From an optimization exercise on the open Yosys and OpenROAD flow, aimed at small area; shortcuts taken in it are not production practice. Function was checked by simulation only, so behaviour that the tests miss may differ from the original. Power figures rest on the tool's default switching activity, not on a simulated workload.

File: config.mk
export PLATFORM = sky130hd
export DESIGN_NAME = klotski
export DESIGN_NICKNAME = klotski
export VERILOG_FILES = /design/flow/design.v
export SDC_FILE = /design/flow/constraint.sdc
export NUM_CORES = 4
export LEC_CHECK = 0
export ABC_AREA = 1
export CAP_MARGIN = 20
export CORE_MARGIN = 2
export CORE_UTILIZATION = 40
export SLEW_MARGIN = 20
File: constraint.sdc
create_clock -name core_clock -period 15.0 [get_ports {clk}]
set_input_delay 3.0000 -clock core_clock [delete_from_list [all_inputs] [get_ports {clk}]]
set_output_delay 3.0000 -clock core_clock [all_outputs]
set_load 0.01 [all_outputs]
File: design.v
`timescale 1ns / 1ps
module MUX2T1_5( input S,         
					input [4:0]D0,
					input [4:0]D1,
					output reg [4:0]Dout
    );
	 always @ * begin
		case(S)
			1'd0: Dout <= D0;
			1'd1: Dout <= D1;
			default: ;
		endcase
	end
endmodule
module init_rom(
    input  [2:0] mode,
    input  [4:0] a,
    output reg [4:0] d
);
    always @(*) begin
        d = 5'd0;
        case (mode)
        3'd0: case (a)
            5'd0: d = 5'd7;
            5'd1: d = 5'd1;
            5'd2: d = 5'd2;
            5'd3: d = 5'd9;
            5'd4: d = 5'd8;
            5'd5: d = 5'd3;
            5'd6: d = 5'd4;
            5'd7: d = 5'd10;
            5'd8: d = 5'd11;
            5'd9: d = 5'd5;
            5'd10: d = 5'd6;
            5'd11: d = 5'd13;
            5'd12: d = 5'd12;
            5'd13: d = 5'd15;
            5'd14: d = 5'd15;
            5'd15: d = 5'd14;
            5'd16: d = 5'd15;
            5'd17: d = 5'd0;
            5'd18: d = 5'd0;
            5'd19: d = 5'd15;
            default: d = 5'd0;
        endcase
        3'd1: case (a)
            5'd0: d = 5'd7;
            5'd1: d = 5'd1;
            5'd2: d = 5'd2;
            5'd3: d = 5'd9;
            5'd4: d = 5'd8;
            5'd5: d = 5'd3;
            5'd6: d = 5'd4;
            5'd7: d = 5'd10;
            5'd8: d = 5'd15;
            5'd9: d = 5'd5;
            5'd10: d = 5'd6;
            5'd11: d = 5'd15;
            5'd12: d = 5'd11;
            5'd13: d = 5'd15;
            5'd14: d = 5'd15;
            5'd15: d = 5'd13;
            5'd16: d = 5'd12;
            5'd17: d = 5'd0;
            5'd18: d = 5'd0;
            5'd19: d = 5'd14;
            default: d = 5'd0;
        endcase
        3'd2: case (a)
            5'd0: d = 5'd7;
            5'd1: d = 5'd1;
            5'd2: d = 5'd2;
            5'd3: d = 5'd9;
            5'd4: d = 5'd8;
            5'd5: d = 5'd3;
            5'd6: d = 5'd4;
            5'd7: d = 5'd10;
            5'd8: d = 5'd15;
            5'd9: d = 5'd15;
            5'd10: d = 5'd15;
            5'd11: d = 5'd15;
            5'd12: d = 5'd11;
            5'd13: d = 5'd5;
            5'd14: d = 5'd6;
            5'd15: d = 5'd13;
            5'd16: d = 5'd12;
            5'd17: d = 5'd0;
            5'd18: d = 5'd0;
            5'd19: d = 5'd14;
            default: d = 5'd0;
        endcase
        3'd3: case (a)
            5'd0: d = 5'd15;
            5'd1: d = 5'd1;
            5'd2: d = 5'd2;
            5'd3: d = 5'd15;
            5'd4: d = 5'd7;
            5'd5: d = 5'd3;
            5'd6: d = 5'd4;
            5'd7: d = 5'd9;
            5'd8: d = 5'd8;
            5'd9: d = 5'd5;
            5'd10: d = 5'd6;
            5'd11: d = 5'd10;
            5'd12: d = 5'd11;
            5'd13: d = 5'd15;
            5'd14: d = 5'd15;
            5'd15: d = 5'd13;
            5'd16: d = 5'd12;
            5'd17: d = 5'd0;
            5'd18: d = 5'd0;
            5'd19: d = 5'd14;
            default: d = 5'd0;
        endcase
        3'd4: case (a)
            5'd0: d = 5'd1;
            5'd1: d = 5'd2;
            5'd2: d = 5'd7;
            5'd3: d = 5'd9;
            5'd4: d = 5'd3;
            5'd5: d = 5'd4;
            5'd6: d = 5'd8;
            5'd7: d = 5'd10;
            5'd8: d = 5'd5;
            5'd9: d = 5'd6;
            5'd10: d = 5'd15;
            5'd11: d = 5'd15;
            5'd12: d = 5'd11;
            5'd13: d = 5'd13;
            5'd14: d = 5'd15;
            5'd15: d = 5'd15;
            5'd16: d = 5'd12;
            5'd17: d = 5'd14;
            5'd18: d = 5'd0;
            5'd19: d = 5'd0;
            default: d = 5'd0;
        endcase
        3'd5: case (a)
            5'd0: d = 5'd7;
            5'd1: d = 5'd1;
            5'd2: d = 5'd2;
            5'd3: d = 5'd9;
            5'd4: d = 5'd8;
            5'd5: d = 5'd3;
            5'd6: d = 5'd4;
            5'd7: d = 5'd10;
            5'd8: d = 5'd0;
            5'd9: d = 5'd11;
            5'd10: d = 5'd13;
            5'd11: d = 5'd0;
            5'd12: d = 5'd15;
            5'd13: d = 5'd12;
            5'd14: d = 5'd14;
            5'd15: d = 5'd15;
            5'd16: d = 5'd15;
            5'd17: d = 5'd5;
            5'd18: d = 5'd6;
            5'd19: d = 5'd15;
            default: d = 5'd0;
        endcase
        default: d = 5'd0;
        endcase
    end
endmodule
module board_ram(
    input            clk,
    input            clr,
    input            we,
    input      [4:0] a,
    input      [4:0] d,
    output     [4:0] spo
);
    reg [4:0] mem [0:31];
    integer i;
    always @(posedge clk) begin
        if (clr) begin
            for (i = 0; i < 32; i = i + 1) mem[i] <= 5'd0;
        end else if (we) begin
            mem[a] <= d;
        end
    end
    assign spo = mem[a];
endmodule
`timescale 1ns / 1ps
module control(	
						input clk,
						input [9:0]col,	 
						input [8:0]row,	 
						output reg [11:0]Dout,  
						output reg DisplayMux,	 
                  input test,			 
                  input [4:0]testnum,	 
						input [4:0]testnum2,	 
						output wire [15:0]DisplaySerial,	 
						output wire [31:0]testSerial1,	 
						output wire [4:0]testSerial2,		 
						input [4:0]RAMData,	 
						output wire [4:0]RAMaddr,  
						output reg [4:0]SyncAddr,  
						output reg RAMaddrEN,		 
						output reg [4:0]RAMwrite,  
						output reg RAMMux,			 
						output reg RAMMux2,			 
						input  [4:0]locout,	 
						output reg [4:0]RAMaddr2,  
						output reg [4:0]locin,  
						output reg RAMaddrEN2,  
						output reg RAMMux3,	 
						input rst,
						input [2:0]mode,
						input [11:0]Din,		 
						output wire [4:0]ROMmux,	 
						output reg [2:0]ROMmux2,	 
						output wire [12:0]ROMaddr,	 
						input [4:0]keyCode,		 
						input keyReady,			 
						output reg rdn			 
    );  
reg [2:0]x,y; 				 
wire [8:0]Addrx,Addry; 	 
reg [4:0]cnt;				 
reg Reseting;		 
reg [3:0]state;   
reg wasReady;				 
reg [2:0]direction;	 
reg move;			 
reg [4:0]step;				 
reg [4:0] locout_reg;	 
reg [11:0]counter;		 
reg judge;					 
reg status;					 
	assign testSerial1[31:29] = 3'b000;
	assign testSerial1[28:24] = step[4:0];
	assign testSerial1[23] = 1'b0;
	assign testSerial1[22:20] = direction[2:0];
	assign testSerial1[19:16] = state[3:0];
	assign testSerial1[15:13] = 3'b000;
	assign testSerial1[12:8] = locout_reg[4:0];
	assign testSerial1[7:5]= 3'b000;
	assign testSerial1[4:0] = RAMData[4:0];
	assign testSerial2[4] = RAMaddrEN;
	assign testSerial2[3] = RAMaddrEN2;
	assign testSerial2[2] = RAMMux;
	assign testSerial2[1] = RAMMux2;
	assign testSerial2[0] = DisplayMux;
   assign DisplaySerial[11:0] = counter[11:0];
   assign DisplaySerial[15:12] = state[3:0];
	always @ (posedge clk) begin
		if(!test) begin  
            if(rst) begin  
                cnt <= 5'd0;
                Reseting <= 1'b1;
                RAMMux <= 1'b1;			 
					 RAMMux2 <= 1'b0;     	 
					 RAMMux3 <= 1'b1;			 
                RAMaddrEN <= 1'b1;		 
					 RAMaddrEN2 <= 1'b1;		 
					 ROMmux2 <= mode;			 
                SyncAddr <= 5'd0;			 
					 locin <= 5'd0;				 
					 counter <= 12'd0;
                judge <= 1'd0;
                DisplayMux <= 1'd0;
                state <= 4'h6;
                direction <= 3'h0;
                move <= 1'd0;
                step <= 5'd0;
                wasReady <= 1'b0;
                rdn <= 1'b0;
                RAMaddr2 <= 5'd0;
                RAMwrite <= 5'd0;
            end
            else if(Reseting) begin	 
                cnt <= cnt + 1'd1;
                SyncAddr <= cnt;
                locin <= cnt;
                if(cnt == 5'd19) Reseting <= 1'd0;
            end
            else begin  
                    if(!judge)  begin
                        RAMMux <= 1'b0;
                        RAMMux2 <= 1'b0;
								RAMMux3 <= 1'b0;
								RAMaddrEN <= 1'b0;
								RAMaddrEN2 <= 1'b0;
                        if(RAMaddr == 5'd17)
									judge <= 1'd1; 
                    end
                    else begin
                        if(RAMData == 5'd3)
                            DisplayMux <= 1'd1;
                        else
                            DisplayMux <= 1'd0;
                        judge <= 1'd0;
                    end
					wasReady <= keyReady;
					rdn <= 0;
					if(move) begin	 
						if(step == 5'd0) begin
							RAMMux <= 1'b0;
							RAMMux2 <= 1'b0;
							RAMMux3 <= 1'b0;
							RAMaddrEN <= 1'b0;
							RAMaddrEN2 <= 1'b0;
							case(direction)
								3'd1: begin
										case(state)
											4'd0: RAMaddr2 <= 5'd1;
											4'd1: RAMaddr2 <= 5'd5;
											4'd2: RAMaddr2 <= 5'd7;
											4'd3: RAMaddr2 <= 5'd9;
											4'd4: RAMaddr2 <= 5'd11;
											4'd5: RAMaddr2 <= 5'd13;
											4'd6: RAMaddr2 <= 5'd15;
											4'd7: RAMaddr2 <= 5'd16;
											4'd8: RAMaddr2 <= 5'd17;
											4'd9: RAMaddr2 <= 5'd18;
											default : ;
										endcase
										end
								3'd2: begin
										case(state)
											4'd0: RAMaddr2 <= 5'd3;
											4'd1: RAMaddr2 <= 5'd5;
											4'd2: RAMaddr2 <= 5'd8;
											4'd3: RAMaddr2 <= 5'd10;
											4'd4: RAMaddr2 <= 5'd12;
											4'd5: RAMaddr2 <= 5'd14;
											4'd6: RAMaddr2 <= 5'd15;
											4'd7: RAMaddr2 <= 5'd16;
											4'd8: RAMaddr2 <= 5'd17;
											4'd9: RAMaddr2 <= 5'd18;
											default : ;
										endcase
										end
								3'd3: begin
										case(state)
											4'd0: RAMaddr2 <= 5'd1;
											4'd1:	RAMaddr2 <= 5'd5;
											4'd2: RAMaddr2 <= 5'd7;
											4'd3: RAMaddr2 <= 5'd9;
											4'd4: RAMaddr2 <= 5'd11;
											4'd5: RAMaddr2 <= 5'd13;
											4'd6: RAMaddr2 <= 5'd15;
											4'd7: RAMaddr2 <= 5'd16;
											4'd8: RAMaddr2 <= 5'd17;
											4'd9: RAMaddr2 <= 5'd18;
											default : ;
										endcase
										end
								3'd4: begin
										case(state)
											4'd0: RAMaddr2 <= 5'd2;
											4'd1:	RAMaddr2 <= 5'd6;
											4'd2: RAMaddr2 <= 5'd7;
											4'd3: RAMaddr2 <= 5'd9;
											4'd4: RAMaddr2 <= 5'd11;
											4'd5: RAMaddr2 <= 5'd13;
											4'd6: RAMaddr2 <= 5'd15;
											4'd7: RAMaddr2 <= 5'd16;
											4'd8: RAMaddr2 <= 5'd17;
											4'd9: RAMaddr2 <= 5'd18;
											default : ;
										endcase
										end
								default : ;
							endcase
							step <= step + 1;
						end  
						else if(step == 5'd1) begin
							RAMMux <= 1'b1;
							RAMMux2 <= 1'b0;
							RAMMux3 <= 1'b0;
							RAMaddrEN <= 1'b0;
							RAMaddrEN2 <= 1'b0;
							case(direction)
								3'd1: begin
											if(locout_reg/4 == 0 )
												move <= 1'd0;
											else begin
												SyncAddr <= locout_reg - 5'd4;
											end
										end
								3'd2: begin
											if(locout_reg/4 == 4 )
												move <= 1'd0;
											else begin
												SyncAddr <= locout_reg + 5'd4;
											end
										end
								3'd3: begin
											if(locout_reg%4 == 0 )
												move <= 1'd0;
											else begin
												SyncAddr <= locout_reg - 5'd1;
											end
										end
								3'd4: begin
											if(locout_reg%4 == 3 )
												move <= 1'd0;
											else begin
												SyncAddr <= locout_reg + 5'd1;
											end
										end
								default : ;
							endcase
							step <= step + 1;
						end  
						else if(step == 5'd2) begin
							RAMMux <= 1'b1;
							RAMMux2 <= 1'b0;
							RAMMux3 <= 1'b0;
							RAMaddrEN <= 1'b0;
							RAMaddrEN2 <= 1'b0;
							case(direction)
								3'd1: begin
											if(RAMData != 0 )
												move <= 1'd0;
											else begin
												case(state)
													4'd0: RAMaddr2 <= 5'd2;
													4'd1:	RAMaddr2 <= 5'd6;
													4'd2: ;
													4'd3: ;
													4'd4: ;
													4'd5: ;
													4'd6: ;
													4'd7: ;
													4'd8: ;
													4'd9: ;
													default : ;
												endcase
											end
										end
								3'd2: begin
											if(RAMData != 0 )
												move <= 1'd0;
											else begin
												case(state)
													4'd0: RAMaddr2 <= 5'd4;
													4'd1:	RAMaddr2 <= 5'd6;
													4'd2: ;
													4'd3: ;
													4'd4: ;
													4'd5: ;
													4'd6: ;
													4'd7: ;
													4'd8: ;
													4'd9: ;
													default : ;
												endcase
											end
										end
								3'd3: begin
											if(RAMData != 0 )
												move <= 1'd0;
											else begin
												case(state)
													4'd0: RAMaddr2 <= 5'd3;
													4'd1:	;
													4'd2: RAMaddr2 <= 5'd8;
													4'd3: RAMaddr2 <= 5'd10;
													4'd4: RAMaddr2 <= 5'd12;
													4'd5: RAMaddr2 <= 5'd14;
													4'd6: ;
													4'd7: ;
													4'd8: ;
													4'd9: ;
													default : ;
												endcase
											end
										end
								3'd4: begin
											if(RAMData != 0 )
												move <= 1'd0;
											else begin
												case(state)
													4'd0: RAMaddr2 <= 5'd4;
													4'd1:	;
													4'd2: RAMaddr2 <= 5'd8;
													4'd3: RAMaddr2 <= 5'd10;
													4'd4: RAMaddr2 <= 5'd12;
													4'd5: RAMaddr2 <= 5'd14;
													4'd6: ;
													4'd7: ;
													4'd8: ;
													4'd9: ;
													default : ;
												endcase
											end
										end
								default : ;
							endcase
							step <= step + 1;
						end  
						else if(step == 5'd3) begin
							RAMMux <= 1'b1;
							RAMMux2 <= 1'b0;
							RAMMux3 <= 1'b0;
							RAMaddrEN <= 1'b0;
							RAMaddrEN2 <= 1'b0;
							case(direction)
								3'd1: begin
											if(locout_reg/4 == 0 )
												move <= 1'd0;
											else begin
												SyncAddr <= locout_reg - 5'd4;
											end
										end
								3'd2: begin
											if(locout_reg/4 == 4 )
												move <= 1'd0;
											else begin
												SyncAddr <= locout_reg + 5'd4;
											end
										end
								3'd3: begin
											if(locout_reg%4 == 0 )
												move <= 1'd0;
											else begin
												SyncAddr <= locout_reg - 5'd1;
											end
										end
								3'd4: begin
											if(locout_reg%4 == 3 )
												move <= 1'd0;
											else begin
												SyncAddr <= locout_reg + 5'd1;
											end
										end
								default : ;
							endcase
							step <= step + 1;
						end  
						else if(step == 5'd4) begin
							RAMMux <= 1'b1;
							RAMMux2 <= 1'b1;
							RAMaddrEN <= 1'b1;
							RAMMux3 <= 1'b0;
							RAMaddrEN2 <= 1'b0;
							case(direction)
								3'd1: begin
											if(RAMData != 0 )
												move <= 1'd0;
											else begin
												case(state)
													4'd0: begin
																SyncAddr <= locout_reg;
																RAMwrite <= 5'd4;
																RAMaddr2 <= 5'd1;
															end
													4'd1: begin
																SyncAddr <= locout_reg;
																RAMwrite <= 5'd0;
																RAMaddr2 <= 5'd5;
															end
													4'd2: begin
																SyncAddr <= locout_reg;
																RAMwrite <= 5'd8;
																RAMaddr2 <= 5'd8;
															end
													4'd3: begin
																SyncAddr <= locout_reg;
																RAMwrite <= 5'd10;
																RAMaddr2 <= 5'd10;
															end
													4'd4: begin
																SyncAddr <= locout_reg;
																RAMwrite <= 5'd12;
																RAMaddr2 <= 5'd12;
															end
													4'd5: begin
																SyncAddr <= locout_reg;
																RAMwrite <= 5'd14;
																RAMaddr2 <= 5'd14;
															end
													4'd6: begin
																SyncAddr <= locout_reg;
																RAMwrite <= 5'd0;
																RAMaddr2 <= 5'd15;
															end
													4'd7: begin
																SyncAddr <= locout_reg;
																RAMwrite <= 5'd0;
																RAMaddr2 <= 5'd16;
															end
													4'd8: begin
																SyncAddr <= locout_reg;
																RAMwrite <= 5'd0;
																RAMaddr2 <= 5'd17;
															end
													4'd9: begin
																SyncAddr <= locout_reg;
																RAMwrite <= 5'd0;
																RAMaddr2 <= 5'd18;
															end
													default : ;
												endcase
											end
										end
								3'd2: begin
											if(RAMData != 0 )
												move <= 1'd0;
											else begin
												case(state)
													4'd0: begin
																SyncAddr <= locout_reg;
																RAMwrite <= 5'd2;
																RAMaddr2 <= 5'd3;
															end
													4'd1: begin
																SyncAddr <= locout_reg;
																RAMwrite <= 5'd0;
																RAMaddr2 <= 5'd5;
															end
													4'd2: begin
																SyncAddr <= locout_reg;
																RAMwrite <= 5'd7;
																RAMaddr2 <= 5'd7;
															end
													4'd3: begin
																SyncAddr <= locout_reg;
																RAMwrite <= 5'd9;
																RAMaddr2 <= 5'd9;
															end
													4'd4: begin
																SyncAddr <= locout_reg;
																RAMwrite <= 5'd11;
																RAMaddr2 <= 5'd11;
															end
													4'd5: begin
																SyncAddr <= locout_reg;
																RAMwrite <= 5'd13;
																RAMaddr2 <= 5'd13;
															end
													4'd6: begin
																SyncAddr <= locout_reg;
																RAMwrite <= 5'd0;
																RAMaddr2 <= 5'd15;
															end
													4'd7: begin
																SyncAddr <= locout_reg;
																RAMwrite <= 5'd0;
																RAMaddr2 <= 5'd16;
															end
													4'd8: begin
																SyncAddr <= locout_reg;
																RAMwrite <= 5'd0;
																RAMaddr2 <= 5'd17;
															end
													4'd9: begin
																SyncAddr <= locout_reg;
																RAMwrite <= 5'd0;
																RAMaddr2 <= 5'd18;
															end
													default : ;
												endcase
											end
										end
								3'd3: begin
											if(RAMData != 0 )
												move <= 1'd0;
											else begin
												case(state)
													4'd0: begin
																SyncAddr <= locout_reg;
																RAMwrite <= 5'd4;
																RAMaddr2 <= 5'd1;
															end
													4'd1: begin
																SyncAddr <= locout_reg;
																RAMwrite <= 5'd6;
																RAMaddr2 <= 5'd6;
															end
													4'd2: begin
																SyncAddr <= locout_reg;
																RAMwrite <= 5'd0;
																RAMaddr2 <= 5'd7;
															end
													4'd3: begin
																SyncAddr <= locout_reg;
																RAMwrite <= 5'd0;
																RAMaddr2 <= 5'd9;
															end
													4'd4: begin
																SyncAddr <= locout_reg;
																RAMwrite <= 5'd0;
																RAMaddr2 <= 5'd11;
															end
													4'd5: begin
																SyncAddr <= locout_reg;
																RAMwrite <= 5'd0;
																RAMaddr2 <= 5'd13;
															end
													4'd6: begin
																SyncAddr <= locout_reg;
																RAMwrite <= 5'd0;
																RAMaddr2 <= 5'd15;
															end
													4'd7: begin
																SyncAddr <= locout_reg;
																RAMwrite <= 5'd0;
																RAMaddr2 <= 5'd16;
															end
													4'd8: begin
																SyncAddr <= locout_reg;
																RAMwrite <= 5'd0;
																RAMaddr2 <= 5'd17;
															end
													4'd9: begin
																SyncAddr <= locout_reg;
																RAMwrite <= 5'd0;
																RAMaddr2 <= 5'd18;
															end
													default : ;
												endcase
											end
										end
								3'd4: begin
											if(RAMData != 0 )
												move <= 1'd0;
											else begin
												case(state)
													4'd0: begin
																SyncAddr <= locout_reg;
																RAMwrite <= 5'd3;
																RAMaddr2 <= 5'd2;
															end
													4'd1: begin
																SyncAddr <= locout_reg;
																RAMwrite <= 5'd5;
																RAMaddr2 <= 5'd5;
															end
													4'd2: begin
																SyncAddr <= locout_reg;
																RAMwrite <= 5'd0;
																RAMaddr2 <= 5'd7;
															end
													4'd3: begin
																SyncAddr <= locout_reg;
																RAMwrite <= 5'd0;
																RAMaddr2 <= 5'd9;
															end
													4'd4: begin
																SyncAddr <= locout_reg;
																RAMwrite <= 5'd0;
																RAMaddr2 <= 5'd11;
															end
													4'd5: begin
																SyncAddr <= locout_reg;
																RAMwrite <= 5'd0;
																RAMaddr2 <= 5'd13;
															end
													4'd6: begin
																SyncAddr <= locout_reg;
																RAMwrite <= 5'd0;
																RAMaddr2 <= 5'd15;
															end
													4'd7: begin
																SyncAddr <= locout_reg;
																RAMwrite <= 5'd0;
																RAMaddr2 <= 5'd16;
															end
													4'd8: begin
																SyncAddr <= locout_reg;
																RAMwrite <= 5'd0;
																RAMaddr2 <= 5'd17;
															end
													4'd9: begin
																SyncAddr <= locout_reg;
																RAMwrite <= 5'd0;
																RAMaddr2 <= 5'd18;
															end
													default : ;
												endcase
											end
										end
								default : ;
							endcase
							step <= step + 1;
						end  
						else if(step == 5'd5) begin	 
							RAMMux <= 1'b1;
							RAMMux2 <= 1'b1;
							RAMaddrEN <= 1'b1;
							RAMMux3 <= 1'b0;
							RAMaddrEN2 <= 1'b0;
							case(direction)
								3'd1: begin
											case(state)
												4'd0: begin
															SyncAddr <= locout_reg;
															RAMwrite <= 5'd3;
															RAMaddr2 <= 5'd4;
                                                            step <= step + 1;
														end
												4'd1: begin
															SyncAddr <= locout_reg;
															RAMwrite <= 5'd0;
															RAMaddr2 <= 5'd6;
                                                            step <= step + 1;
														end
												4'd2: begin
															SyncAddr <= locout_reg;
															RAMwrite <= 5'd0;
															RAMaddr2 <= 5'd7;
                                                            step <= step + 1;
														end
												4'd3: begin
															SyncAddr <= locout_reg;
															RAMwrite <= 5'd0;
															RAMaddr2 <= 5'd9;
                                                            step <= step + 1;
														end
												4'd4: begin
															SyncAddr <= locout_reg;
															RAMwrite <= 5'd0;
															RAMaddr2 <= 5'd11;
                                                            step <= step + 1;
														end
												4'd5: begin
															SyncAddr <= locout_reg;
															RAMwrite <= 5'd0;
															RAMaddr2 <= 5'd13;
                                                            step <= step + 1;
														end
												4'd6: begin
															SyncAddr <= locout_reg - 4;
															RAMwrite <= 5'd15;
															step <= 5'd10;
														end
												4'd7: begin
															SyncAddr <= locout_reg - 4;
															RAMwrite <= 5'd16;
															step <= 5'd10;
														end
												4'd8: begin
															SyncAddr <= locout_reg - 4;
															RAMwrite <= 5'd17;
															step <= 5'd10;
														end
												4'd9: begin
															SyncAddr <= locout_reg - 4;
															RAMwrite <= 5'd18;
															step <= 5'd10;
														end
												default : ;
											endcase
										end
								3'd2: begin
											case(state)
												4'd0: begin
															SyncAddr <= locout_reg;
															RAMwrite <= 5'd1;
															RAMaddr2 <= 5'd2;
                                                            step <= step + 1;
														end
												4'd1: begin
															SyncAddr <= locout_reg;
															RAMwrite <= 5'd0;
															RAMaddr2 <= 5'd6;
                                                            step <= step + 1;
														end
												4'd2: begin
															SyncAddr <= locout_reg;
															RAMwrite <= 5'd0;
															RAMaddr2 <= 5'd8;
                                                            step <= step + 1;
														end
												4'd3: begin
															SyncAddr <= locout_reg;
															RAMwrite <= 5'd0;
															RAMaddr2 <= 5'd10;
                                                            step <= step + 1;
														end
												4'd4: begin
															SyncAddr <= locout_reg;
															RAMwrite <= 5'd0;
															RAMaddr2 <= 5'd12;
                                                            step <= step + 1;
														end
												4'd5: begin
															SyncAddr <= locout_reg;
															RAMwrite <= 5'd0;
															RAMaddr2 <= 5'd14;
                                                            step <= step + 1;
														end
												4'd6: begin
															SyncAddr <= locout_reg + 4;
															RAMwrite <= 5'd15;
															step <= 5'd10;
														end
												4'd7: begin
															SyncAddr <= locout_reg + 4;
															RAMwrite <= 5'd16;
															step <= 5'd10;
														end
												4'd8: begin
															SyncAddr <= locout_reg + 4;
															RAMwrite <= 5'd17;
															step <= 5'd10;
														end
												4'd9: begin
															SyncAddr <= locout_reg + 4;
															RAMwrite <= 5'd18;
															step <= 5'd10;
														end
												default : ;
											endcase
										end
								3'd3: begin
											case(state)
												4'd0: begin
															SyncAddr <= locout_reg;
															RAMwrite <= 5'd2;
															RAMaddr2 <= 5'd4;
                                                            step <= step + 1;
														end
												4'd1: begin
															SyncAddr <= locout_reg;
															RAMwrite <= 5'd0;
															RAMaddr2 <= 5'd5;
                                                            step <= step + 1;
														end
												4'd2: begin
															SyncAddr <= locout_reg;
															RAMwrite <= 5'd0;
															RAMaddr2 <= 5'd8;
                                                            step <= step + 1;
														end
												4'd3: begin
															SyncAddr <= locout_reg;
															RAMwrite <= 5'd0;
															RAMaddr2 <= 5'd10;
                                                            step <= step + 1;
														end
												4'd4: begin
															SyncAddr <= locout_reg;
															RAMwrite <= 5'd0;
															RAMaddr2 <= 5'd12;
                                                            step <= step + 1;
														end
												4'd5: begin
															SyncAddr <= locout_reg;
															RAMwrite <= 5'd0;
															RAMaddr2 <= 5'd14;
                                                            step <= step + 1;
														end
												4'd6: begin
															SyncAddr <= locout_reg - 1;
															RAMwrite <= 5'd15;
															step <= 5'd10;
														end
												4'd7: begin
															SyncAddr <= locout_reg - 1;
															RAMwrite <= 5'd16;
															step <= 5'd10;
														end
												4'd8: begin
															SyncAddr <= locout_reg - 1;
															RAMwrite <= 5'd17;
															step <= 5'd10;
														end
												4'd9: begin
															SyncAddr <= locout_reg - 1;
															RAMwrite <= 5'd18;
															step <= 5'd10;
														end
												default : ;
											endcase
										end
								3'd4: begin
											case(state)
												4'd0: begin
															SyncAddr <= locout_reg;
															RAMwrite <= 5'd1;
															RAMaddr2 <= 5'd3;
                                                            step <= step + 1;
														end
												4'd1: begin
															SyncAddr <= locout_reg;
															RAMwrite <= 5'd0;
															RAMaddr2 <= 5'd6;
                                                            step <= step + 1;
														end
												4'd2: begin
															SyncAddr <= locout_reg;
															RAMwrite <= 5'd0;
															RAMaddr2 <= 5'd8;
                                                            step <= step + 1;
														end
												4'd3: begin
															SyncAddr <= locout_reg;
															RAMwrite <= 5'd0;
															RAMaddr2 <= 5'd10;
                                                            step <= step + 1;
														end
												4'd4: begin
															SyncAddr <= locout_reg;
															RAMwrite <= 5'd0;
															RAMaddr2 <= 5'd12;
                                                            step <= step + 1;
														end
												4'd5: begin
															SyncAddr <= locout_reg;
															RAMwrite <= 5'd0;
															RAMaddr2 <= 5'd14;
                                                            step <= step + 1;
														end
												4'd6: begin
															SyncAddr <= locout_reg + 1;
															RAMwrite <= 5'd15;
															step <= 5'd10;
														end
												4'd7: begin
															SyncAddr <= locout_reg + 1;
															RAMwrite <= 5'd16;
															step <= 5'd10;
														end
												4'd8: begin
															SyncAddr <= locout_reg + 1;
															RAMwrite <= 5'd17;
															step <= 5'd10;
														end
												4'd9: begin
															SyncAddr <= locout_reg + 1;
															RAMwrite <= 5'd18;
															step <= 5'd10;
														end
												default : ;
											endcase
										end
								default : ;
							endcase
						end  
						else if(step == 5'd6) begin  
							RAMMux <= 1'b1;
							RAMMux2 <= 1'b1;
							RAMaddrEN <= 1'b1;
							RAMMux3 <= 1'b0;
							RAMaddrEN2 <= 1'b0;
							case(direction)
								3'd1: begin
											case(state)
												4'd0: begin
															SyncAddr <= locout_reg;
															RAMwrite <= 5'd0;
															RAMaddr2 <= 5'd3;
                                                            step <= step + 1;
														end
												4'd1: begin
															SyncAddr <= locout_reg - 4;
															RAMwrite <= 5'd6;
															RAMaddr2 <= 5'd5;
                                                            step <= step + 1;
														end
												4'd2: begin
															SyncAddr <= locout_reg - 4;
															RAMwrite <= 5'd7;
															step <= 5'd10;
														end
												4'd3: begin
															SyncAddr <= locout_reg - 4;
															RAMwrite <= 5'd9;
															step <= 5'd10;
														end
												4'd4: begin
															SyncAddr <= locout_reg - 4;
															RAMwrite <= 5'd11;
															step <= 5'd10;
														end
												4'd5: begin
															SyncAddr <= locout_reg - 4;
															RAMwrite <= 5'd13;
															step <= 5'd10;
														end
												default: ;
											endcase
										end
								3'd2: begin
											case(state)
												4'd0: begin
															SyncAddr <= locout_reg;
															RAMwrite <= 5'd0;
															RAMaddr2 <= 5'd1;
                                                            step <= step + 1;
														end
												4'd1: begin
															SyncAddr <= locout_reg + 4;
															RAMwrite <= 5'd6;
															RAMaddr2 <= 5'd5;
                                                            step <= step + 1;
														end
												4'd2: begin
															SyncAddr <= locout_reg + 4;
															RAMwrite <= 5'd8;
															step <= 5'd10; 
														end
												4'd3: begin
															SyncAddr <= locout_reg + 4;
															RAMwrite <= 5'd10;
															step <= 5'd10; 
														end
												4'd4: begin
															SyncAddr <= locout_reg + 4;
															RAMwrite <= 5'd12;
															step <= 5'd10;
														end
												4'd5: begin
															SyncAddr <= locout_reg + 4;
															RAMwrite <= 5'd14;
															step <= 5'd10;
														end
												default: ;
											endcase
										end
								3'd3: begin
											case(state)
												4'd0: begin
															SyncAddr <= locout_reg;
															RAMwrite <= 5'd0;
															RAMaddr2 <= 5'd2;
                                                            step <= step + 1;
														end
												4'd1: begin
															SyncAddr <= locout_reg - 1;
															RAMwrite <= 5'd5;
															step <= 5'd10;
														end
												4'd2: begin
															SyncAddr <= locout_reg - 1;
															RAMwrite <= 5'd8;
															RAMaddr2 <= 5'd7; 
                                                            step <= step + 1;
														end
												4'd3: begin
															SyncAddr <= locout_reg - 1;
															RAMwrite <= 5'd10;
															RAMaddr2 <= 5'd9;
                                                            step <= step + 1;
														end
												4'd4: begin
															SyncAddr <= locout_reg - 1;
															RAMwrite <= 5'd12;
															RAMaddr2 <= 5'd11;
                                                            step <= step + 1;
														end
												4'd5: begin
															SyncAddr <= locout_reg - 1;
															RAMwrite <= 5'd14;
															RAMaddr2 <= 5'd13;
                                                            step <= step + 1;
														end
												default: ;
											endcase
										end
								3'd4: begin
											case(state)
												4'd0: begin
															SyncAddr <= locout_reg;
															RAMwrite <= 5'd0;
															RAMaddr2 <= 5'd1;
                                                            step <= step + 1;
														end
												4'd1: begin
															SyncAddr <= locout_reg + 1;
															RAMwrite <= 5'd6;
															step <= 5'd10;
														end
												4'd2: begin
															SyncAddr <= locout_reg + 1;
															RAMwrite <= 5'd8;
															RAMaddr2 <= 5'd7;
                                                            step <= step + 1;
														end
												4'd3: begin
															SyncAddr <= locout_reg + 1;
															RAMwrite <= 5'd10;
															RAMaddr2 <= 5'd9;
                                                            step <= step + 1;
														end
												4'd4: begin
															SyncAddr <= locout_reg + 1;
															RAMwrite <= 5'd12;
															RAMaddr2 <= 5'd11;
                                                            step <= step + 1;
														end
												4'd5: begin
															SyncAddr <= locout_reg + 1;
															RAMwrite <= 5'd14;
															RAMaddr2 <= 5'd13;
                                                            step <= step + 1;
														end
												default: ;
											endcase
										end
								default : ;
							endcase
						end  
						else if(step == 5'd7) begin  
							RAMMux <= 1'b1;
							RAMMux2 <= 1'b1;
							RAMaddrEN <= 1'b1;
							RAMMux3 <= 1'b0;
							RAMaddrEN2 <= 1'b0;
							case(direction)
								3'd1: begin
											case(state)
												4'd0: begin
															SyncAddr <= locout_reg;
															RAMwrite <= 5'd0;
															RAMaddr2 <= 5'd2;
                                                            step <= step + 1;
														end
												4'd1: begin
															SyncAddr <= locout_reg - 4;
															RAMwrite <= 5'd5;
															step <= 5'd10;
														end
												default: ;	
											endcase
										end
								3'd2: begin
											case(state)
												4'd0: begin
															SyncAddr <= locout_reg;
															RAMwrite <= 5'd0;
															RAMaddr2 <= 5'd4;
                                                            step <= step + 1;
														end
												4'd1: begin
															SyncAddr <= locout_reg + 4;
															RAMwrite <= 5'd5;
															step <= 5'd10;
														end
												default : ;
											endcase
										end
								3'd3: begin
											case(state)
												4'd0: begin
															SyncAddr <= locout_reg;
															RAMwrite <= 5'd0;
															RAMaddr2 <= 5'd3;
                                                            step <= step + 1;
														end
												4'd2: begin
															SyncAddr <= locout_reg - 1;
															RAMwrite <= 5'd7;
															step <= 5'd10;
														end
												4'd3: begin
															SyncAddr <= locout_reg - 1;
															RAMwrite <= 5'd9;
															step <= 5'd10;
														end
												4'd4: begin
															SyncAddr <= locout_reg - 1;
															RAMwrite <= 5'd11;
															step <= 5'd10;
														end
												4'd5: begin
															SyncAddr <= locout_reg - 1;
															RAMwrite <= 5'd13;
															step <= 5'd10;
														end
												default: ;
											endcase
										end
								3'd4: begin 
											case(state)
												4'd0: begin
															SyncAddr <= locout_reg;
															RAMwrite <= 5'd0;
															RAMaddr2 <= 5'd4;
                                                            step <= step + 1;
														end
												4'd2: begin
															SyncAddr <= locout_reg + 1;
															RAMwrite <= 5'd7;
															step <= 5'd10;
														end
												4'd3: begin
															SyncAddr <= locout_reg + 1;
															RAMwrite <= 5'd9;
															step <= 5'd10; 
														end
												4'd4: begin
															SyncAddr <= locout_reg + 1;
															RAMwrite <= 5'd11;
															step <= 5'd10;
														end
												4'd5: begin
															SyncAddr <= locout_reg + 1;
															RAMwrite <= 5'd13;
															step <= 5'd10;
														end
												default: ;
											endcase
										end
								default: ;
							endcase
						end 
						else if(step == 5'd8) begin  
							RAMMux <= 1'b1;
							RAMMux2 <= 1'b1;
							RAMaddrEN <= 1'b1;
							RAMMux3 <= 1'b0;
							RAMaddrEN2 <= 1'b0;
							case(direction)
								3'd1: begin
											SyncAddr <= locout_reg - 4;
											RAMwrite <= 5'd2;
											RAMaddr2 <= 5'd1;
										end
								3'd2: begin
											SyncAddr <= locout_reg + 4;
											RAMwrite <= 5'd4;
											RAMaddr2 <= 5'd3;
										end
								3'd3: begin
											SyncAddr <= locout_reg - 1;
											RAMwrite <= 5'd3;
											RAMaddr2 <= 5'd1;
										end
								3'd4: begin
											SyncAddr <= locout_reg + 1;
											RAMwrite <= 5'd4;
											RAMaddr2 <= 5'd2;
										end
								default : ;
							endcase
							step <= step + 1;
						end 
						else if(step == 5'd9) begin  
							RAMMux <= 1'b1;
							RAMMux2 <= 1'b1;
							RAMaddrEN <= 1'b1;
							RAMMux3 <= 1'b0;
							RAMaddrEN2 <= 1'b0;
							case(direction)
								3'd1: begin
											SyncAddr <= locout_reg - 4;
											RAMwrite <= 5'd1;
										end
								3'd2: begin
											SyncAddr <= locout_reg + 4;
											RAMwrite <= 5'd3;
										end
								3'd3: begin
											SyncAddr <= locout_reg - 1;
											RAMwrite <= 5'd1;
										end
								3'd4: begin
											SyncAddr <= locout_reg + 1;
											RAMwrite <= 5'd2;
										end
								default : ;
							endcase
							step <= step + 1;
						end 
						else if(step == 5'd10) begin
							RAMMux <= 1'b0;
							RAMMux2 <= 1'b0;
							RAMMux3 <= 1'b0;
							RAMaddrEN <= 1'b0;
							RAMaddrEN2 <= 1'b0;
							case(state)
								4'd0: RAMaddr2 <= 5'd1;
								4'd1: RAMaddr2 <= 5'd5;
								4'd2: RAMaddr2 <= 5'd7;
								4'd3: RAMaddr2 <= 5'd9;
								4'd4: RAMaddr2 <= 5'd11;
								4'd5: RAMaddr2 <= 5'd13;
								4'd6: RAMaddr2 <= 5'd15;
								4'd7: RAMaddr2 <= 5'd16;
								4'd8: RAMaddr2 <= 5'd17;
								4'd9: RAMaddr2 <= 5'd18;
								default: ;
							endcase
							step <= step + 1;
						end  
						else if(step == 5'd11) begin
							RAMMux <= 1'b0;
							RAMMux2 <= 1'b0;
							RAMMux3 <= 1'b0;
							RAMaddrEN <= 1'b0;
							RAMaddrEN2 <= 1'b1;
							case(direction)
								3'd1: locin <= locout_reg - 5'd4;
								3'd2: locin <= locout_reg + 5'd4;
								3'd3: locin <= locout_reg - 5'd1;
								3'd4: locin <= locout_reg + 5'd1;
								default : ;
							endcase
							step <= step + 1;
						end  
						else if(step == 5'd12) begin
							RAMMux <= 1'b0;
							RAMMux2 <= 1'b0;
							RAMMux3 <= 1'b0;
							RAMaddrEN <= 1'b0;
							RAMaddrEN2 <= 1'b0;
							case(state)
								4'd0:   begin
                                            RAMaddr2 <= 5'd2;
                                            step <= step + 1;
                                        end
								4'd1:   begin
                                            RAMaddr2 <= 5'd6;
                                            step <= step + 1;
                                        end
								4'd2:   begin
                                            RAMaddr2 <= 5'd8;
                                            step <= step + 1;
                                        end
								4'd3:   begin
                                            RAMaddr2 <= 5'd10;
                                            step <= step + 1;
                                        end
								4'd4:   begin
                                            RAMaddr2 <= 5'd12;
                                            step <= step + 1;
                                        end
								4'd5:   begin
                                            RAMaddr2 <= 5'd14;
                                            step <= step + 1;
                                        end
								4'd6: step <= 5'd17;
								4'd7: step <= 5'd17;
								4'd8: step <= 5'd17;
								4'd9: step <= 5'd17;
								default: ;
							endcase
						end  
						else if(step == 5'd13) begin
							RAMMux <= 1'b0;
							RAMMux2 <= 1'b0;
							RAMMux3 <= 1'b0;
							RAMaddrEN <= 1'b0;
							RAMaddrEN2 <= 1'b1;
							case(direction)
								3'd1: locin <= locout_reg - 5'd4;
								3'd2: locin <= locout_reg + 5'd4;
								3'd3: locin <= locout_reg - 5'd1;
								3'd4: locin <= locout_reg + 5'd1;
								default : ;
							endcase
							step <= step + 1;
						end  
						else if(step == 5'd14) begin
							RAMMux <= 1'b0;
							RAMMux2 <= 1'b0;
							RAMMux3 <= 1'b0;
							RAMaddrEN <= 1'b0;
							RAMaddrEN2 <= 1'b0;
							case(state)
								4'd0: begin RAMaddr2 <= 5'd3; step <= step + 1; end
								4'd1: step <= 5'd17;
								4'd2: step <= 5'd17;
								4'd3: step <= 5'd17;
								4'd4: step <= 5'd17;
								4'd5: step <= 5'd17;
								default: ;
							endcase
						end  
						else if(step == 5'd15) begin
							RAMMux <= 1'b0;
							RAMMux2 <= 1'b0;
							RAMMux3 <= 1'b0;
							RAMaddrEN <= 1'b0;
							RAMaddrEN2 <= 1'b1;
							case(direction)
								3'd1: locin <= locout_reg - 5'd4;
								3'd2: locin <= locout_reg + 5'd4;
								3'd3: locin <= locout_reg - 5'd1;
								3'd4: locin <= locout_reg + 5'd1;
								default : ;
							endcase
							step <= step + 1;
						end  
						else if(step == 5'd16) begin
							RAMMux <= 1'b0;
							RAMMux2 <= 1'b0;
							RAMMux3 <= 1'b0;
							RAMaddrEN <= 1'b0;
							RAMaddrEN2 <= 1'b0;
							RAMaddr2 <= 5'd4;
							step <= step + 1;
						end  
						else if(step == 5'd17) begin
							RAMMux <= 1'b0;
							RAMMux2 <= 1'b0;
							RAMMux3 <= 1'b0;
							RAMaddrEN <= 1'b0;
							if(state == 4'd0) begin
								RAMaddrEN2 <= 1'b1;
								case(direction)
									3'd1: locin <= locout_reg - 5'd4;
									3'd2: locin <= locout_reg + 5'd4;
									3'd3: locin <= locout_reg - 5'd1;
									3'd4: locin <= locout_reg + 5'd1;
									default : ;
								endcase;
							end
							move <= 1'd0;
							counter <= counter + 12'd1;
						end  
					end  
					else if(!wasReady && keyReady) begin 		 
						rdn <= 1;
						case(keyCode)
							5'hc: begin												 
									if(state == 4'd0)
										state <= 4'd9;
									else
										state <= state - 4'd1;
								end
							5'he: begin												 
									if(state == 4'd9)
										state <= 4'd0;
									else
										state <= state + 4'd1;
								end
							5'h5: begin 											 
									direction <= 3'h1;
									move <= 1'd1;
									step <= 5'd0;
								end
							5'hd: begin 											 
									direction <= 3'h2;
									move <= 1'd1;
									step <= 5'd0;
								end
							5'h8: begin												 
									direction <= 3'h3;
									move <= 1'd1;
									step <= 5'd0;
								end
							5'hA: begin 											 
									direction <= 3'h4;
									move <= 1'd1;
									step <= 5'd0;
								end
							default : ;
						endcase
					end  
                    else begin
                        RAMMux <= 1'b0;
								RAMMux2 <= 1'b0;
								RAMMux3 <= 1'b0;
								RAMaddrEN <= 1'b0;
								RAMaddrEN2 <= 1'b0;
                    end 
                end  
        end  
		else begin
         RAMaddrEN <= 1'b0;
			RAMaddrEN2 <= 1'b0;
         RAMMux <= 1'b1;
			RAMMux2 <= 1'b0;
			RAMMux3 <= 1'b0;
			SyncAddr <= testnum;
			RAMaddr2 <= testnum2;
		end  
	end  
	always @ (*) begin		 
		locout_reg[4:0] <= locout[4:0];
		status <= 1'd0;
		x <= 3'h0;
		y <= 3'h0;
		Dout <= 12'h000;
        case(state)
            4'd0: begin
                    if(RAMData == 5'd1 || RAMData == 5'd2 || RAMData == 5'd3 || RAMData == 5'd4)
                        status <= 1'd1;      
                    else
                        status <= 1'd0;
                  end
            4'd1: begin
                    if(RAMData == 5'd5 || RAMData == 5'd6)
                        status <= 1'd1;
                    else
                        status <= 1'd0;
                  end
            4'd2: begin
                    if(RAMData == 5'd7 || RAMData == 5'd8)
                        status <= 1'd1;
                    else
                        status <= 1'd0;
                  end
            4'd3: begin
                    if(RAMData == 5'd9 || RAMData == 5'd10)
                        status <= 1'd1;
                    else
                        status <= 1'd0;
                  end
            4'd4: begin
                    if(RAMData == 5'd11 || RAMData == 5'd12)
                        status <= 1'd1;
                    else
                        status <= 1'd0;
                  end
            4'd5: begin
                    if(RAMData == 5'd13 || RAMData == 5'd14)
                        status <= 1'd1;
                    else
                        status <= 1'd0;
                  end
            4'd6: begin
                    if(RAMData == 5'd15)
                        status <= 1'd1;
                    else
                        status <= 1'd0;
                  end
            4'd7: begin
                    if(RAMData == 5'd16)
                        status <= 1'd1;
                    else
                        status <= 1'd0;
                  end
            4'd8: begin
                    if(RAMData == 5'd17)
                        status <= 1'd1;
                    else
                        status <= 1'd0;
                  end
            4'd9: begin
                    if(RAMData == 5'd18)
                        status <= 1'd1;
                    else
                        status <= 1'd0;
                  end
            default: ;
        endcase
		if(!test) begin
			if(col < 496 && col >143 && row < 460 && row > 19) begin  
                if(col < 232) y <= 3'h0;
					else if(col < 320) y <= 3'h1;
						else if(col < 408) y <= 3'h2;
							else y <= 3'h3;
                if(row < 108) x <= 3'h0;
                    else if(row < 196) x <= 3'h1;
						else if(row < 284) x <= 3'h2;
							else if(row < 372) x <= 3'h3;
								else x <= 3'h4;		
				if(status) begin													 
                    Dout[3:0] <= 4'd15 - Din[3:0];						 
                    Dout[7:4] <= 4'd15 - Din[7:4];
                    Dout[11:8] <= 4'd15 - Din[11:8];
                end
                else																 
                    Dout <= Din;
			end
			else
				Dout <= 12'h000;
		end
	end
		assign Addrx = col - 8'd144 - y*88;									 
		assign Addry = row - 8'd20 - x*88;	
		assign RAMaddr = x*4 + y;
		assign ROMmux = RAMData;
		assign ROMaddr = Addrx + Addry*88;
endmodule
module klotski(
    input         clk,
    input         rst,
    input  [2:0]  mode,
    input  [4:0]  keyCode,
    input         keyReady,
    input  [9:0]  col,
    input  [8:0]  row,
    input  [11:0] Din,
    input         test,
    input  [4:0]  testnum,
    input  [4:0]  testnum2,
    output [11:0] Dout,
    output [4:0]  ROMmux,
    output [12:0] ROMaddr,
    output        DisplayMux,
    output        rdn,
    output [15:0] DisplaySerial,
    output [4:0]  cur_q,
    output [4:0]  loc_q
);
    wire [4:0] RAMData, RAMaddr, SyncAddr, RAMwrite, locout, RAMaddr2, locin;
    wire       RAMaddrEN, RAMMux, RAMMux2, RAMaddrEN2, RAMMux3;
    wire [2:0] ROMmux2;
    wire [31:0] testSerial1;
    wire [4:0]  testSerial2;
    wire [4:0] init_d, cur_a, cur_d, loc_a;
    control u_control(
        .clk(clk), .col(col), .row(row), .Dout(Dout), .DisplayMux(DisplayMux),
        .test(test), .testnum(testnum), .testnum2(testnum2),
        .DisplaySerial(DisplaySerial), .testSerial1(testSerial1), .testSerial2(testSerial2),
        .RAMData(RAMData), .RAMaddr(RAMaddr), .SyncAddr(SyncAddr), .RAMaddrEN(RAMaddrEN),
        .RAMwrite(RAMwrite), .RAMMux(RAMMux), .RAMMux2(RAMMux2),
        .locout(locout), .RAMaddr2(RAMaddr2), .locin(locin), .RAMaddrEN2(RAMaddrEN2),
        .RAMMux3(RAMMux3), .rst(rst), .mode(mode),
        .Din(Din), .ROMmux(ROMmux), .ROMmux2(ROMmux2), .ROMaddr(ROMaddr),
        .keyCode(keyCode), .keyReady(keyReady), .rdn(rdn)
    );
    init_rom u_init(.mode(ROMmux2), .a(SyncAddr), .d(init_d));
    MUX2T1_5 u_mux_cur_a(.S(RAMMux),  .D0(RAMaddr),  .D1(SyncAddr), .Dout(cur_a));
    MUX2T1_5 u_mux_cur_d(.S(RAMMux2), .D0(init_d),   .D1(RAMwrite), .Dout(cur_d));
    MUX2T1_5 u_mux_loc_a(.S(RAMMux3), .D0(RAMaddr2), .D1(cur_d),    .Dout(loc_a));
    board_ram u_current (.clk(clk), .clr(rst), .we(RAMaddrEN),  .a(cur_a), .d(cur_d), .spo(RAMData));
    board_ram u_location(.clk(clk), .clr(rst), .we(RAMaddrEN2), .a(loc_a), .d(locin), .spo(locout));
    assign cur_q = RAMData;
    assign loc_q = locout;
endmodule
File: run.sh
#!/bin/bash
# synth_recipe.tcl (not shown) runs the flow's synth.tcl, then flattens the netlist and writes it again
# the make line also repeats each setting of config.mk as NAME=value (left out here)
make -C /OpenROAD-flow-scripts/flow DESIGN_CONFIG=/design/flow/config.mk WORK_HOME=/design/flow/orfs CLKGATE_MAP_FILE= SYNTH_SCRIPT=/design/flow/synth_recipe.tcl finish
==> out/metrics.csv <==
metric;value;unit
clock buffer depth;3;
first-pass GRT wire length;130000;um
Final min period;12180;ps
Placed Instances;4278;
vias in the first global route;22800;
Max rail drop VDD;176;uV
GRT Residual Overflow;0;
worst hold start;u_control.RAMaddrEN2;
Synth top area share;0.427;
Worst path slowest cell;a21oi_1;
Worst Path Buf+Inv;7;
I/O Buffers;108;
hold path cells;2;
Worst slew margin;0.286;
Tot GR Track Use;0.243;
setup violators final;0;
CTS tree;yes;
Vias;23800;
Hold Path Class;register to register;
Sink Count;405;
Initial Utilization;0.405;
initial DRC count;2370;
commonest non-fill, non-tap cells in the layout;863 x nand2_1, 571 x nor2_1, 378 x edfxtp_1;
critical path startpoint category;input port;
CTS HTree Levels;2;
Post-DP HPWL;58300;um
Syn-to-layout area delta;11.8;%
Hold Buf Count CTS;0;
Critical Path Max Stage Delay;710;ps
Final Hold Viols;0;
final antenna-violating net count;0;
Main synth FF type;edfxtp_1;
die width;262;um
Netlist Area Pre-Place;0.0266;mm2
diodes inserted;0;
Worst-path clk slew;60;ps
I/O pins;111;
1st-pass router iterations;6;
# rows;94;
Place WS;2890;ps
via-per-instance ratio;5.47;
final worst-path cycle share;0.812;
Synth area leaders;edfxtp_1 43%, nand2_1 12%, nor2_1 8.1%, nand3_1 5.8%, inv_1 4.8%;
nets@finish;3595;
CP required;12000;ps
Yosys top cell by area;edfxtp_1;
fin cells;4361;
critical path arrival;9180;ps
FF+latch count, synth;405;
clk_skew;38.7;ps
final wirelength;84100;um
gpl congestion;1.03;
root buffer cell;clkbuf_16;
register area share after synthesis;0.447;
cells after synthesis;3436;
pins over their slew limit;0;
fill count;6558;
hold slack;620;ps
Die H;262;um
WL/cell;19.3;um
delay-heaviest family, CP;buffers and inverters;
most frequent CP cell;nand2_1;
initial antenna violation count;0;
cell count of the worst reg-to-reg path;36;
largest net degree at the start of global routing;93;
Die ar.;0.0686;mm2
Post-CTS Resized;0;
RSZ-0062 raised after global routing;no;
most common cell after layout, fill and taps aside;nand2_1;
ys async rst share;0;
PwrDens;126;mW/mm2
post-synth cell types;65;
Setup CP Type;input port to output pin;
MaxCap Viol Count;0;
final setup margin;2820;ps
Synth Net Count;3570;
worst r2r src;u_control.RAMMux2;
peak fanout along the critical path;48;
clk latency of the worst-skew pair;610;ps
worst-margin pin slew;1060;ps
Post-CTS Setup Bufs;0;
setup TNS;0;ps
number of flops mapped to enable cells by yosys;378;
CORE AREA;0.0657;mm2
fmax;82.1;MHz
outcome;no timing/DRC/antenna violations;
leakage power;12.6;nW
Synth Warn #;4;
Num CTS Buffers;45;
Setup crit end kind;output pin;
Syn Area/Cell;7.74;um2
R2R setup slack;7570;ps
# DRC;0;
proportion of layout cells with a drive suffix above 1;0.0615;
Hold EP;u_control.RAMaddrEN2;
Tot Pwr;3.74;mW
[through the flow]
| stage | utilization | cell area (um2) |
|---|---|---|
| 2_1_floorplan | - | 26600 |
| 3_5_place_dp | 0.428 | 28100 |
| 3_3_place_gp | 0.428 | 28100 |
| 6_report | 0.452 | 29700 |
| 5_1_grt | 0.452 | 29700 |
| 4_1_cts | 0.452 | 29700 |
[sequential cells by signal (all words and copies together), names as in the netlist, 3 cells and up, named ones only]
signal               cells
u_control.counter       12
u_control.state          4
u_location.mem         160
u_current.mem          160
u_control.SyncAddr       5
u_control.locin          5
u_control.direction      3
u_control.RAMwrite       5
u_control.RAMaddr2       5
u_control.step           5
u_control.ROMmux2        3
u_control.cnt            5
[layer usage]
| metal | vias to the layer above | track usage | share of wire |
|---|---|---|---|
| li1 | 11500 | - | - |
| met5 | - | 0 | 0 |
| met4 | 0 | 0.0975 | 0.041 |
| met2 | 1061 | 0.396 | 0.46 |
| met1 | 11000 | 0.325 | 0.42 |
| met3 | 213 | 0.0384 | 0.080 |
[power by group]
group / internal [mW] / switching (mW)
combinational: 0.454 / 0.761
sequential: 1.29 / 0.0284
clock: 0.719 / 0.488
total: 2.46 / 1.28
[cell families after synthesis]
kind of cell | count (synthesis) | synth area share
XOR/XNOR | 39 | 0.0128
buffers and inverters | 537 | 0.0893
adder cells (fa/ha/maj) | 81 | 0.0404
AO/OA/AOI/OAI | 378 | 0.0842
flip-flops | 405 | 0.447
AND/OR/NAND/NOR | 1996 | 0.326
[how the worst max path moves through the flow]
stage | startpoint | slack [ps] | cells after the start | endpoint
floorplan | row[2] | 4360 | 27 | ROMaddr[12]
global placement | row[1] | 2980 | 28 | ROMaddr[12]
detailed placement | row[1] | 2890 | 31 | Dout[1]
CTS | row[1] | 2880 | 31 | Dout[1]
global route | row[1] | 2130 | 31 | Dout[2]
finish | row[1] | 2820 | 31 | Dout[1]
[synth_stat cells (all sizes together), types with 50 or more instances]
library cell  instances
nand2               891
nor2                590
edfxtp              378
inv                 356
nand3               319
o21ai               138
a21oi               118
buf                  97
clkbuf               75
ha                   73
nand4                65
nand3b               62
nor3                 50
[layout make-up]
class	instances	area, um2	area share
well taps	864	1080	0.0364
clock inverters	34	435	0.0146
repair buffers	150	1390	0.0468
flip-flops and latches	405	11900	0.400
multi-input cells	2494	12400	0.417
inverters	365	1380	0.0464
clock buffers	49	1160	0.0391
[worst min-delay path, delay by kind of cell, from the launching register on]
family             cells  cell delay (ps)
AOI/OAI and AO/OA      2              220
DFF                    1              340

-- static timing again, ports no longer ideal --
Ports are ideal in the flow. The routed layout listed here was re-timed in OpenROAD. Step 1, drivers: a clkbuf_16 drives clk and a buf_2 each remaining input, both assumed. Step 2 times the ports against the registers' clock, not the clock port: input delays grow and output delays shrink by t, the midpoint of the rising clock arrivals with the driver on. Slacks: ideal ports / drivers / drivers and shift; pairs: ideal ports / drivers.
t, ns: 0.651
setup slack, ns: 2.822 / 2.795 / 2.795
hold slack, ns: 0.620 / 0.620 / 0.620
worst setup path at the end: input to output
worst register clock-pin slew, ns: 0.07 / 0.07
After both steps setup and hold are still met in this run. The setup slack of this run moves by -0.027 ns with the drivers and by -0.027 ns with both steps.
